This design comes from an exercise in tuning for small area on the open sky130 flow, not from production work.
The RTL was checked by simulation tests, not by an equivalence proof against the original design.
The flow treats the clock pin as an ideal source, which a real chip does not have.
Power and IR drop assume default switching activity.

main:
==> flow/design.v <==
module sync_controller(
	input clk,
	input rst,
	input bkgd_in,
	input start_sync,
	output [19:0] count,       
	output inverted,
	output [19:0] sync_length,
	output reg ready,
	output reg [2:0] state
);
localparam S_IDLE = 3'd0;
localparam S_SENDING_SYNC = 3'd1;
localparam S_WAITING_FOR_SETTLE = 3'd2;
localparam S_WAITING_FOR_PULL_LOW = 3'd3;
localparam S_COUNTING_SYNC = 3'd4;
reg [19:0] cnt;
assign inverted = state == S_SENDING_SYNC || state == S_WAITING_FOR_SETTLE ||
	(state == S_IDLE && !ready);
assign count = cnt;
assign sync_length = inverted ? 20'd6500 : cnt;
wire down_zero = &cnt[12:0];
wire [19:0] cnt_inc = cnt + 1'd1;
always @(posedge clk) begin
	if (rst) begin
		state <= S_IDLE;
		cnt <= ~20'd6500;
		ready <= 0;
	end else if (start_sync) begin
		state <= S_SENDING_SYNC;
		cnt <= ~20'd6500;
		ready <= 0;
	end else begin
		case (state)
		S_SENDING_SYNC:
			if (down_zero) begin
				state <= S_WAITING_FOR_SETTLE;
				cnt[12:0] <= ~13'h0f;
			end else
				cnt <= cnt_inc;
		S_WAITING_FOR_SETTLE:
			if (down_zero) begin
				state <= S_WAITING_FOR_PULL_LOW;
				cnt <= 20'd0;
			end else
				cnt <= cnt_inc;
		S_WAITING_FOR_PULL_LOW:
			if (!bkgd_in)
				state <= S_COUNTING_SYNC;
		S_COUNTING_SYNC:
			if (bkgd_in) begin
				state <= S_IDLE;
				ready <= 1;
			end else
				cnt <= cnt_inc;
		default: ;
		endcase
	end
end
endmodule
module bdc_clk_pulse_generator(
	input clk,
	input rst,
	output bdc_clk_pulse,
	input [19:0] sync_length,
	input set_sync_length
);
reg [13:0] counter;
reg [19:0] target_time;  
reg [6:0] frac;
reg carry;
reg stall;
assign bdc_clk_pulse = counter == 0;
reg at_end;
integer i;
always @(*) begin
	at_end = 1'b0;
	for (i = 0; i < 13; i = i + 1)
		at_end = (counter[i] & !target_time[7 + i]) | (at_end & !(counter[i] ^ target_time[7 + i]));
	at_end = at_end | counter[13];
end
reg [7:0] frac_sum;
reg fc;
always @(*) begin
	fc = 1'b0;
	for (i = 0; i < 7; i = i + 1) begin
		frac_sum[i] = frac[i] ^ target_time[i] ^ fc;
		fc = (frac[i] & target_time[i]) | (fc & (frac[i] ^ target_time[i]));
	end
	frac_sum[7] = fc;
end
always @(posedge clk) begin
	if (rst) begin
		counter <= 0;
		target_time <= 0;
		frac <= 0;
		carry <= 0;
		stall <= 0;
	end else if (set_sync_length) begin
		target_time <= sync_length;
		frac <= sync_length[6:0];
		carry <= 0;
		stall <= 0;
		if (stall)
			counter <= counter + 1'd1;
	end else if (at_end && carry && !stall) begin
		stall <= 1;
	end else if (at_end) begin
		counter <= 0;
		stall <= 0;
		{carry, frac} <= frac_sum;
	end else begin
		counter <= counter + 1'd1;
	end
end
endmodule
module bdm(
	input clk,
	input rst,
	input bkgd_in,
	output bkgd_out,
	output bkgd_is_high_z,
	output mcu_pwr,
	output mcu_vpp,
	input do_read,
	input do_write,
	input do_start_mcu,
	input do_stop_mcu,
	input do_delay,
	input do_echo_test,
	input do_enable_vpp,
	input do_disable_vpp,
	input do_echo_sync_value,
	input do_resync,
	input [7:0] data_in,
	output [7:0] data_out,
	output ready,
	output reg valid,
	output [3:0] debug
);
localparam ST_IDLE        = 4'd0;
localparam ST_BOOT_SEND   = 4'd3;   
localparam ST_BOOT_STABLE = 4'd8;   
localparam ST_SYNC_START  = 4'd11;   
localparam ST_SYNCING     = 4'd1;
localparam ST_W_SEND      = 4'd9;
localparam ST_W_WAIT      = 4'd13;   
localparam ST_R_RX        = 4'd15;
localparam ST_R_REPLY     = 4'd7;   
localparam ST_R_BIT       = 4'd5;
localparam ST_R_DONE      = 4'd4;
localparam ST_ONE         = 4'd14;  
localparam ST_DELAY       = 4'd2;
localparam ST_ESYNC_HI    = 4'd12;
localparam ST_ESYNC_LO    = 4'd6;
localparam ST_SET_CLOCK   = 4'd10;  
reg [3:0] state;
reg [3:0] tclk;
reg [8:0] data;
reg pwr;
reg vpp_enabled;
wire [19:0] sync_count;
wire [19:0] sync_cnt;
wire sync_inverted;
wire [2:0] sync_state;
wire sync_ready;
wire bdc_clk_pulse;
sync_controller sync_controller(
	.clk(clk),
	.rst(rst || do_stop_mcu || do_resync),
	.bkgd_in(bkgd_in),
	.start_sync(state == ST_SYNC_START),
	.count(sync_cnt),
	.inverted(sync_inverted),
	.sync_length(sync_count),
	.ready(sync_ready),
	.state(sync_state)
);
bdc_clk_pulse_generator bdc_clk_pulse_generator(
	.clk(clk),
	.rst(rst),
	.bdc_clk_pulse(bdc_clk_pulse),
	.sync_length(sync_count),
	.set_sync_length(state == ST_SET_CLOCK)
);
assign debug = {1'b0, sync_state};
assign bkgd_out = 1'd0;
assign mcu_pwr = pwr;
assign mcu_vpp = vpp_enabled;
wire sync_sending = sync_state == 3'd1;
assign bkgd_is_high_z = !(state == ST_BOOT_SEND || state == ST_W_WAIT || state == ST_R_REPLY ||
	((state == ST_SYNC_START || state == ST_SYNCING) && sync_sending));
assign ready = (state == ST_IDLE || state == ST_SET_CLOCK) && !do_start_mcu && !do_stop_mcu && !do_read && !do_write &&
	!do_delay && !do_echo_test && !do_echo_sync_value && !do_resync;
wire echo_hi = state == ST_ESYNC_HI;
wire echo_lo = state == ST_ESYNC_LO;
wire [7:0] out_sel =
	echo_hi ? {sync_cnt[15:13] & {3{!sync_inverted}}, sync_cnt[12:8]} :
	echo_lo ? sync_cnt[7:0] :
	data[7:0];
assign data_out = out_sel ^ {{3{echo_lo && sync_inverted}}, {5{(echo_hi || echo_lo) && sync_inverted}}};
wire [10:0] timer = {data[6:0], tclk};
wire timer_zero = timer == 11'd0;
wire tclk_zero = tclk == 4'd0;
wire [10:0] timer_dec = timer - 1'd1;
wire load_cmd = do_start_mcu | do_read | do_write | do_delay | do_echo_test;
wire [3:0] state_cmd =
	({4{do_start_mcu}} & ST_BOOT_SEND) |
	({4{do_read}} & ST_R_RX) |
	({4{do_write}} & ST_W_SEND) |
	({4{do_delay}} & ST_DELAY) |
	({4{do_echo_test}} & ST_ONE) |
	({4{do_echo_sync_value}} & ST_ESYNC_HI) |
	({4{do_resync}} & ST_SYNC_START);
wire [12:0] load_value =
	({13{do_start_mcu}} & {2'd0, 11'd1451}) |
	({13{do_read}} & {9'd1, 4'd0}) |
	({13{do_write}} & {data_in, 1'b1, 4'd0}) |
	({13{do_delay}} & {5'd0, data_in[3:0], 4'd0}) |
	({13{do_echo_test}} & {1'b0, data_in, 4'd0});
reg [3:0] fsm_state;
reg [8:0] fsm_data;
reg [3:0] fsm_tclk;
reg set_pwr;
always @(*) begin
	fsm_state = ST_IDLE;
	fsm_data = data;
	fsm_tclk = tclk;
	set_pwr = 1'b0;
	case (state)
	ST_BOOT_SEND: begin
		set_pwr = timer == 11'd1201;
		if (timer_zero) begin
			fsm_state = ST_BOOT_STABLE;
			{fsm_data[6:0], fsm_tclk} = 11'd501;
		end else begin
			fsm_state = ST_BOOT_SEND;
			{fsm_data[6:0], fsm_tclk} = timer_dec;
		end
	end
	ST_BOOT_STABLE:
		if (timer_zero)
			fsm_state = ST_SYNC_START;
		else begin
			fsm_state = ST_BOOT_STABLE;
			{fsm_data[6:0], fsm_tclk} = timer_dec;
		end
	ST_SYNC_START, ST_SYNCING:
		fsm_state = sync_ready ? ST_SET_CLOCK : ST_SYNCING;
	ST_W_SEND, ST_W_WAIT, ST_R_RX, ST_R_REPLY, ST_R_BIT: begin
		fsm_state = state;
		if (!tclk_zero) begin
			if (bdc_clk_pulse)
				fsm_tclk = timer_dec[3:0];
		end else case (state)
		ST_W_SEND:
			if (data[7:0] != 8'd0) begin
				fsm_state = ST_W_WAIT;
				fsm_tclk = data[8] ? 4'd4 : 4'd14;
			end else
				fsm_state = ST_ONE;
		ST_W_WAIT: begin
			fsm_state = ST_W_SEND;
			fsm_tclk = data[8] ? 4'd14 : 4'd4;
			fsm_data = {data[7:0], 1'b0};
		end
		ST_R_RX:
			if (!data[8]) begin
				fsm_state = ST_R_REPLY;
				fsm_tclk = 4'd3;
			end else
				fsm_state = ST_R_DONE;
		ST_R_REPLY: begin
			fsm_state = ST_R_BIT;
			fsm_tclk = 4'd7;
		end
		default: begin  
			fsm_state = ST_R_RX;
			fsm_tclk = 4'd6;
			fsm_data = {data[7:0], bkgd_in};
		end
		endcase
	end
	ST_DELAY:
		if (!timer_zero) begin
			fsm_state = ST_DELAY;
			{fsm_data[6:0], fsm_tclk} = timer_dec;
		end
	ST_ESYNC_HI:
		fsm_state = ST_ESYNC_LO;
	default: ;  
	endcase
end
always @(posedge clk) begin
	valid <= !rst && (do_echo_test || do_echo_sync_value || state == ST_ESYNC_HI || state == ST_R_DONE);
	if (rst) begin
		state <= ST_IDLE;
		vpp_enabled <= 0;
		pwr <= 0;
	end else begin
		state <= state_cmd | fsm_state;
		if (load_cmd)
			{data, tclk} <= load_value;
		else
			{data, tclk} <= {fsm_data, fsm_tclk};
		if (do_enable_vpp)
			vpp_enabled <= 1;
		if (do_disable_vpp)
			vpp_enabled <= 0;
		if (state == ST_IDLE && sync_state == 3'd0 && !sync_ready)
			pwr <= 0;
		if (set_pwr)
			pwr <= 1;
	end
end
endmodule
clock: 5.0 ns
lec_check: 0
cap_margin: 20
core_margin: 2
core_utilization: 40
cts_buf_list: sky130_fd_sc_hd__clkbuf_8
slew_margin: 20
standard.sh (not shown) runs the stock make flow with config.mk's settings and CLKGATE_MAP_FILE= SYNTH_SCRIPT=/design/flow/synth_recipe.tcl, a recipe that flattens the netlist after the stock synthesis.
==> flow/flow/run.sh <==
#!/bin/bash
# Own layout flow: the standard flow (standard.sh) with these changes.
# 1. Synthesis: ABC maps the combinational logic with an area-oriented script
#    (abc_area.script) in place of ORFS's delay-oriented abc_speed.script; the
#    script copy below differs from ORFS's scripts in that one file only.
#    Everything before ABC (registers, their names and cells) is unchanged.
# 2. Placement: the port buffers that buffer_ports adds are buf_1 cells.
# 3. Clock tree: clkbuf_8 buffers (as config.mk's CTS_BUF_LIST) and no dummy
#    loads; the other clock_tree_synthesis options are ORFS's defaults.
# Every other step is the standard flow's. Each tool's output goes to a log
# here (run_synth.log, run_layout.log) and under orfs/logs/.
set -euo pipefail
W=$(pwd)
S="$W/orfs_scripts_area"
rm -rf "$S"
cp -r "$FLOW_HOME/scripts" "$S"
cp "$W/flow/abc_area.script" "$S/abc_speed.script"
bash "$W/standard.sh" SCRIPTS_DIR="$S" synth > "$W/run_synth.log" 2>&1
bash "$W/standard.sh" \
  BUFFER_PORTS_ARGS="-buffer_cell sky130_fd_sc_hd__buf_1" \
  CTS_ARGS="-sink_clustering_enable -repair_clock_nets -buf_list sky130_fd_sc_hd__clkbuf_8 -dont_use_dummy_load" \
  finish > "$W/run_layout.log" 2>&1
==> flow/flow/abc_area.script <==
strash
&get -n
&deepsyn -J 200 -T 250
&put
&get -n
&dch -f
&nf -R 1000 -F 10
&put
main finished every step from synthesis to the final layout, and the layout passed the timing, design-rule and antenna checks.
Here is what was changed in the inputs of the feature branch compared with main.
diff --git a/flow/design.v b/flow/design.v
--- a/flow/design.v
+++ b/flow/design.v
@@ -138,23 +138,23 @@
 	output reg valid,
 	output [3:0] debug
 );
 localparam ST_IDLE        = 4'd0;
-localparam ST_BOOT_SEND   = 4'd3;   
-localparam ST_BOOT_STABLE = 4'd8;   
-localparam ST_SYNC_START  = 4'd11;   
-localparam ST_SYNCING     = 4'd1;
-localparam ST_W_SEND      = 4'd9;
-localparam ST_W_WAIT      = 4'd13;   
-localparam ST_R_RX        = 4'd15;
-localparam ST_R_REPLY     = 4'd7;   
-localparam ST_R_BIT       = 4'd5;
-localparam ST_R_DONE      = 4'd4;
-localparam ST_ONE         = 4'd14;  
-localparam ST_DELAY       = 4'd2;
-localparam ST_ESYNC_HI    = 4'd12;
-localparam ST_ESYNC_LO    = 4'd6;
-localparam ST_SET_CLOCK   = 4'd10;  
+localparam ST_BOOT_SEND   = 4'd1;   
+localparam ST_BOOT_STABLE = 4'd2;   
+localparam ST_SYNC_START  = 4'd3;   
+localparam ST_SYNCING     = 4'd4;
+localparam ST_W_SEND      = 4'd5;
+localparam ST_W_WAIT      = 4'd6;   
+localparam ST_R_RX        = 4'd7;
+localparam ST_R_REPLY     = 4'd8;   
+localparam ST_R_BIT       = 4'd9;
+localparam ST_R_DONE      = 4'd10;
+localparam ST_ONE         = 4'd11;  
+localparam ST_DELAY       = 4'd12;
+localparam ST_ESYNC_HI    = 4'd13;
+localparam ST_ESYNC_LO    = 4'd14;
+localparam ST_SET_CLOCK   = 4'd15;  
 reg [3:0] state;
 reg [3:0] tclk;
 reg [8:0] data;
 reg pwr;
Worst reg2reg path depth: the feature branch < main. The feature branch vs main — critical path depth dropped by a few percent. The number of instances resized during post-cts repair of the feature branch and that of main are within noise of each other. As of the feature branch, overall power had fallen slightly compared to main. Via count of the first global-routing pass: the feature branch > main. Compared with main, in the feature branch post-synthesis to final-layout area growth did not really move, total detailed-routing wirelength +about 4%. Looking at count of non-CTS inverters in the layout across the feature branch and main, the one that comes out lower is main. In the feature branch, the routed wirelength normalized by instance count came out about 1.8% above the value in main.

what the ideal ports hide:
The results above use ideal ports. As a check the final layouts listed here were re-extracted and re-timed, cells and wires unchanged.
Step 1: set_driving_cell puts a clkbuf_16 on clk and a buf_2 on each other input, an assumption about the parent block.
Step 2 moves the port delays by t, midway between the first and last clock arrival at a register: inputs arrive t later, outputs are due t later. That takes back most of the time a late clock gives input paths.
Slacks: ideal ports / drivers / drivers and shift; pairs: ideal ports / drivers.
run | t (ns) | setup slack, ns | worst register clock-pin slew, ns | worst slew at a driven data input, ns
main | 0.383 | 0.489 / 0.489 / 0.489 | 0.08 / 0.08 | 0.03
the feature branch | 0.381 | 0.690 / 0.690 / 0.690 | 0.09 / 0.09 | 0.04
After both steps every run listed still meets setup and hold.
